Background: an optimization exercise with open tools, aiming at small area. Do not read the settings as production practice. In this exercise RTL edits were held to simulation tests only and were not proved equivalent to the original. Power figures rest on the tool's default switching activity, not on a simulated workload.

// Game_Top
module Game_Top(clk, rst, pixel_index, game_sw, VOLUME_SW, btnL, btnR, btnC, volume, oled_data);
Size: ~2000 cells after synthesis, about 48 I/O pins.
export LEC_CHECK = 0
export ABC_AREA = 1
export CAP_MARGIN = 20
export CELL_PAD_IN_SITES_DETAIL_PLACEMENT = 1
export CORE_MARGIN = 2
export CORE_UTILIZATION = 30
export GPL_TIMING_DRIVEN = 0
export PLACE_DENSITY = 0.4
export SETUP_SLACK_MARGIN = 0.4
export SLEW_MARGIN = 20
create_clock -name core_clock -period 20.0 [get_ports {clk}]
standard.sh (not shown) runs the stock make flow with config.mk's settings and CLKGATE_MAP_FILE= SYNTH_SCRIPT=/design/flow/synth_recipe.tcl, a recipe that flattens the netlist after the stock synthesis.
==> flow/flow/run.sh <==
#!/bin/bash
# Own flow: the standard layout (standard.sh) with these changes:
# - ABC maps the combinational logic with its area-oriented &nf mapper
#   (flow/abc_area.script) instead of ORFS's abc_area.script, whose
#   buffer/upsize steps add area. The rest of synthesis, including the
#   register mapping, is ORFS's synthesis as standard.sh runs it.
# - every port still gets a buffer, but a buf_1 (BUFFER_PORTS_ARGS);
# - clock tree synthesis without dummy loads, clkbuf_8 buffers under a
#   clkbuf_16 root, clusters of at most 12 sinks (CTS_ARGS).
# The tools' full output goes to standard_flow.log here and to ORFS's logs.
set -euo pipefail
WORK=$(pwd)
rm -rf "$WORK/scripts_own"
cp -r "$FLOW_HOME/scripts" "$WORK/scripts_own"
cp "$WORK/flow/abc_area.script" "$WORK/scripts_own/abc_area.script"
bash "$WORK/standard.sh" "SCRIPTS_DIR=$WORK/scripts_own" \
  "BUFFER_PORTS_ARGS=-buffer_cell sky130_fd_sc_hd__buf_1" \
  "CTS_ARGS=-sink_clustering_enable -repair_clock_nets -dont_use_dummy_load -buf_list sky130_fd_sc_hd__clkbuf_8 -root_buf sky130_fd_sc_hd__clkbuf_16 -sink_clustering_size 12 -sink_clustering_max_diameter 80" \
  finish > "$WORK/standard_flow.log" 2>&1
==> flow/flow/abc_area.script <==
strash
dch -f
&get -n
&nf -R 1000
&put
topo
The first run completed without violations.
Next try:
--- a/flow/config.mk
+++ b/flow/config.mk
@@ -11,6 +11,5 @@
 export CORE_MARGIN = 2
 export CORE_UTILIZATION = 30
-export GPL_TIMING_DRIVEN = 0
 export PLACE_DENSITY = 0.4
-export SETUP_SLACK_MARGIN = 0.4
+export SETUP_SLACK_MARGIN = 0.2
 export SLEW_MARGIN = 20
The new run finished with timing, DRC and antenna clean.
Sequential cell count is unchanged.
Synthesized cell count does not change.
Maximum frequency went up by a few percent.
Sequential share of layout area came out higher by 0.12 points.
Core utilization fell by 0.22 points.
Setup slack gains 850 ps.
First-iteration DRC count climbs by a little under a tenth.
Next try:
--- a/flow/flow/run.sh
+++ b/flow/flow/run.sh
@@ -15,5 +15,5 @@
 cp "$WORK/flow/abc_area.script" "$WORK/scripts_own/abc_area.script"
 bash "$WORK/standard.sh" "SCRIPTS_DIR=$WORK/scripts_own" \
-  "BUFFER_PORTS_ARGS=-buffer_cell sky130_fd_sc_hd__buf_1" \
+  "BUFFER_PORTS_ARGS=-buffer_cell sky130_fd_sc_hd__buf_4" \
   "CTS_ARGS=-sink_clustering_enable -repair_clock_nets -dont_use_dummy_load -buf_list sky130_fd_sc_hd__clkbuf_8 -root_buf sky130_fd_sc_hd__clkbuf_16 -sink_clustering_size 12 -sink_clustering_max_diameter 80" \
   finish > "$WORK/standard_flow.log" 2>&1
--- a/flow/config.mk
+++ b/flow/config.mk
@@ -12,4 +12,4 @@
 export CORE_UTILIZATION = 30
 export PLACE_DENSITY = 0.4
-export SETUP_SLACK_MARGIN = 0.2
+export SETUP_SLACK_MARGIN = 0.4
 export SLEW_MARGIN = 20
Design area rose by 0.90%.
Final cell count hardly moves.
Area after synthesis is unchanged.


== trial 79 ==
Game_Top, a different RTL version from the one above (not shown whole).
Size: roughly 2000 cells after synthesis, roughly 48 I/O pins, about 14000 um2 of cells after synthesis.
Settings: LEC_CHECK=0, ABC_AREA=1, CAP_MARGIN=20, CELL_PAD_IN_SITES_DETAIL_PLACEMENT=1, CORE_MARGIN=2, CORE_UTILIZATION=30, GPL_TIMING_DRIVEN=0, PLACE_DENSITY=0.4, SLEW_MARGIN=20; clock period 20.0 ns.
==> flow/flow/run.sh <==
#!/bin/bash
# Own flow: the standard layout (standard.sh), with one change: ABC maps
# the combinational logic with its area-oriented &nf mapper (flow/abc_area.script)
# instead of ORFS's abc_area.script, whose buffer/upsize steps add area.
# Everything else, including the register mapping, is ORFS's synthesis as
# standard.sh runs it.
set -euo pipefail
WORK=$(pwd)
rm -rf "$WORK/scripts_own"
cp -r "$FLOW_HOME/scripts" "$WORK/scripts_own"
cp "$WORK/flow/abc_area.script" "$WORK/scripts_own/abc_area.script"
bash "$WORK/standard.sh" "SCRIPTS_DIR=$WORK/scripts_own" "BUFFER_PORTS_ARGS=-buffer_cell sky130_fd_sc_hd__buf_1" "CTS_ARGS=-sink_clustering_enable -repair_clock_nets -dont_use_dummy_load -buf_list sky130_fd_sc_hd__clkbuf_8 -root_buf sky130_fd_sc_hd__clkbuf_16 -sink_clustering_size 12 -sink_clustering_max_diameter 80" finish > "$WORK/standard_flow.log" 2>&1
Scripts as last shown in full above: flow/flow/abc_area.script
Trial 79: all stages complete, timing, DRC and antenna checks passed
The inputs of trial 80 differ from those of trial 79 as listed below.
Settings: CTS_BUF_LIST: unset -> sky130_fd_sc_hd__clkbuf_8.
==> flow/flow/run.sh <==
#!/bin/bash
# Own flow: the standard layout (standard.sh), with one change: ABC maps
# the combinational logic with its area-oriented &nf mapper (flow/abc_area.script)
# instead of ORFS's abc_area.script, whose buffer/upsize steps add area.
# Everything else, including the register mapping, is ORFS's synthesis as
# standard.sh runs it.
set -euo pipefail
WORK=$(pwd)
rm -rf "$WORK/scripts_own"
cp -r "$FLOW_HOME/scripts" "$WORK/scripts_own"
cp "$WORK/flow/abc_area.script" "$WORK/scripts_own/abc_area.script"
bash "$WORK/standard.sh" "SCRIPTS_DIR=$WORK/scripts_own" "BUFFER_PORTS_ARGS=-buffer_cell sky130_fd_sc_hd__buf_1" finish > "$WORK/standard_flow.log" 2>&1
==> notes.md <==
- Trial 80 and trial 79 all finish clean.
- Side by side, number of antenna violations at the first check in global routing turned out higher in trial 80 than in trial 79.
- Going from trial 79 to trial 80, final critical-path share of the clock period has decreased; combinational power share has decreased.


RTL: one of the versions met above, not the one the previous note started from.
Size in the first run: roughly 48 I/O pins, ~14000 um^2 of cells after synthesis.
clock: 20.0 ns
lec_check: 0
abc_area: 1
cap_margin: 20
cell_pad_in_sites_detail_placement: 1
core_margin: 2
core_utilization: 30
place_density: 0.4
setup_slack_margin: 0.4
slew_margin: 20
==> flow/flow/run.sh <==
#!/bin/bash
# Own flow: the standard layout (standard.sh) with these changes:
# - ABC maps the combinational logic with its area-oriented &nf mapper
#   (flow/abc_area.script) instead of ORFS's abc_area.script, whose
#   buffer/upsize steps add area. The rest of synthesis, including the
#   register mapping, is ORFS's synthesis as standard.sh runs it.
# - every port still gets a buffer, but a buf_1 (BUFFER_PORTS_ARGS);
# - clock tree synthesis without dummy loads, clkbuf_8 buffers under a
#   clkbuf_16 root, clusters of at most 12 sinks (CTS_ARGS).
# The tools' full output goes to standard_flow.log here and to ORFS's logs.
set -euo pipefail
WORK=$(pwd)
rm -rf "$WORK/scripts_own"
cp -r "$FLOW_HOME/scripts" "$WORK/scripts_own"
cp "$WORK/flow/abc_area.script" "$WORK/scripts_own/abc_area.script"
bash "$WORK/standard.sh" "SCRIPTS_DIR=$WORK/scripts_own" \
  "BUFFER_PORTS_ARGS=-buffer_cell sky130_fd_sc_hd__buf_1" \
  "CTS_ARGS=-sink_clustering_enable -repair_clock_nets -dont_use_dummy_load -buf_list sky130_fd_sc_hd__clkbuf_8 -root_buf sky130_fd_sc_hd__clkbuf_16 -sink_clustering_size 12 -sink_clustering_max_diameter 80" \
  finish > "$WORK/standard_flow.log" 2>&1
Scripts as last shown in full above: flow/flow/abc_area.script
==> next run, changes <==
- CORE_UTILIZATION: 30 -> 35
- PLACE_DENSITY: 0.4 -> 0.45
Result:
- final cell count falls by about 3%
- die area falls by 14%
- routed wire length falls by 3.3%
- total power falls by about 0.8%
- via count rises by 1.1%
- final area falls by 0.94%
- core utilization rises by 5.5 points

-- port drivers added, routing unchanged --
In the flow no input, the clock included, has a driving cell. The finished layouts below were timed again as built, in two steps.
Step 1 (the two cells are an assumption about what drives the block):
set clk [get_ports {clk}]
set_driving_cell -lib_cell sky130_fd_sc_hd__clkbuf_16 $clk
set_driving_cell -lib_cell sky130_fd_sc_hd__buf_2 [delete_from_list [all_inputs] $clk]
Step 2 moves the port delays by t, midway between the first and last clock arrival at a register: inputs arrive t later, outputs are due t later. That takes back most of the time a late clock gives input paths.
Three values: no drivers, after step 1, after step 2; two values: the first two.
run	shift t [ns]	slack for setup (ns)	worst hold slack (ns)	worst register clock-pin slew, ns	worst data-port slew with drivers (ns)
the first run of note 1	0.421	0.842 / 0.811 / 0.811	0.390 / 0.390 / 0.390	0.09 / 0.09	0.10
the second run of note 1	0.425	1.692 / 1.670 / 1.670	0.384 / 0.384 / 0.384	0.10 / 0.10	0.06
the third run of note 1	0.431	2.264 / 2.238 / 2.238	0.408 / 0.408 / 0.408	0.09 / 0.09	0.06
trial 79	0.489	0.431 / 0.404 / 0.404	0.383 / 0.383 / 0.383	0.11 / 0.11	0.08
trial 80	0.605	0.773 / 0.746 / 0.746	0.387 / 0.387 / 0.387	0.12 / 0.12	0.08
the first run of note 3	0.425	1.692 / 1.670 / 1.670	0.384 / 0.384 / 0.384	0.10 / 0.10	0.06
the second run of note 3	0.418	1.757 / 1.733 / 1.733	0.377 / 0.377 / 0.377	0.09 / 0.09	0.09
After both steps setup and hold are still met in every run listed. The setup slack of the first run of note 1, which loses most, moves by -0.031 ns with the drivers and by -0.031 ns with both steps.
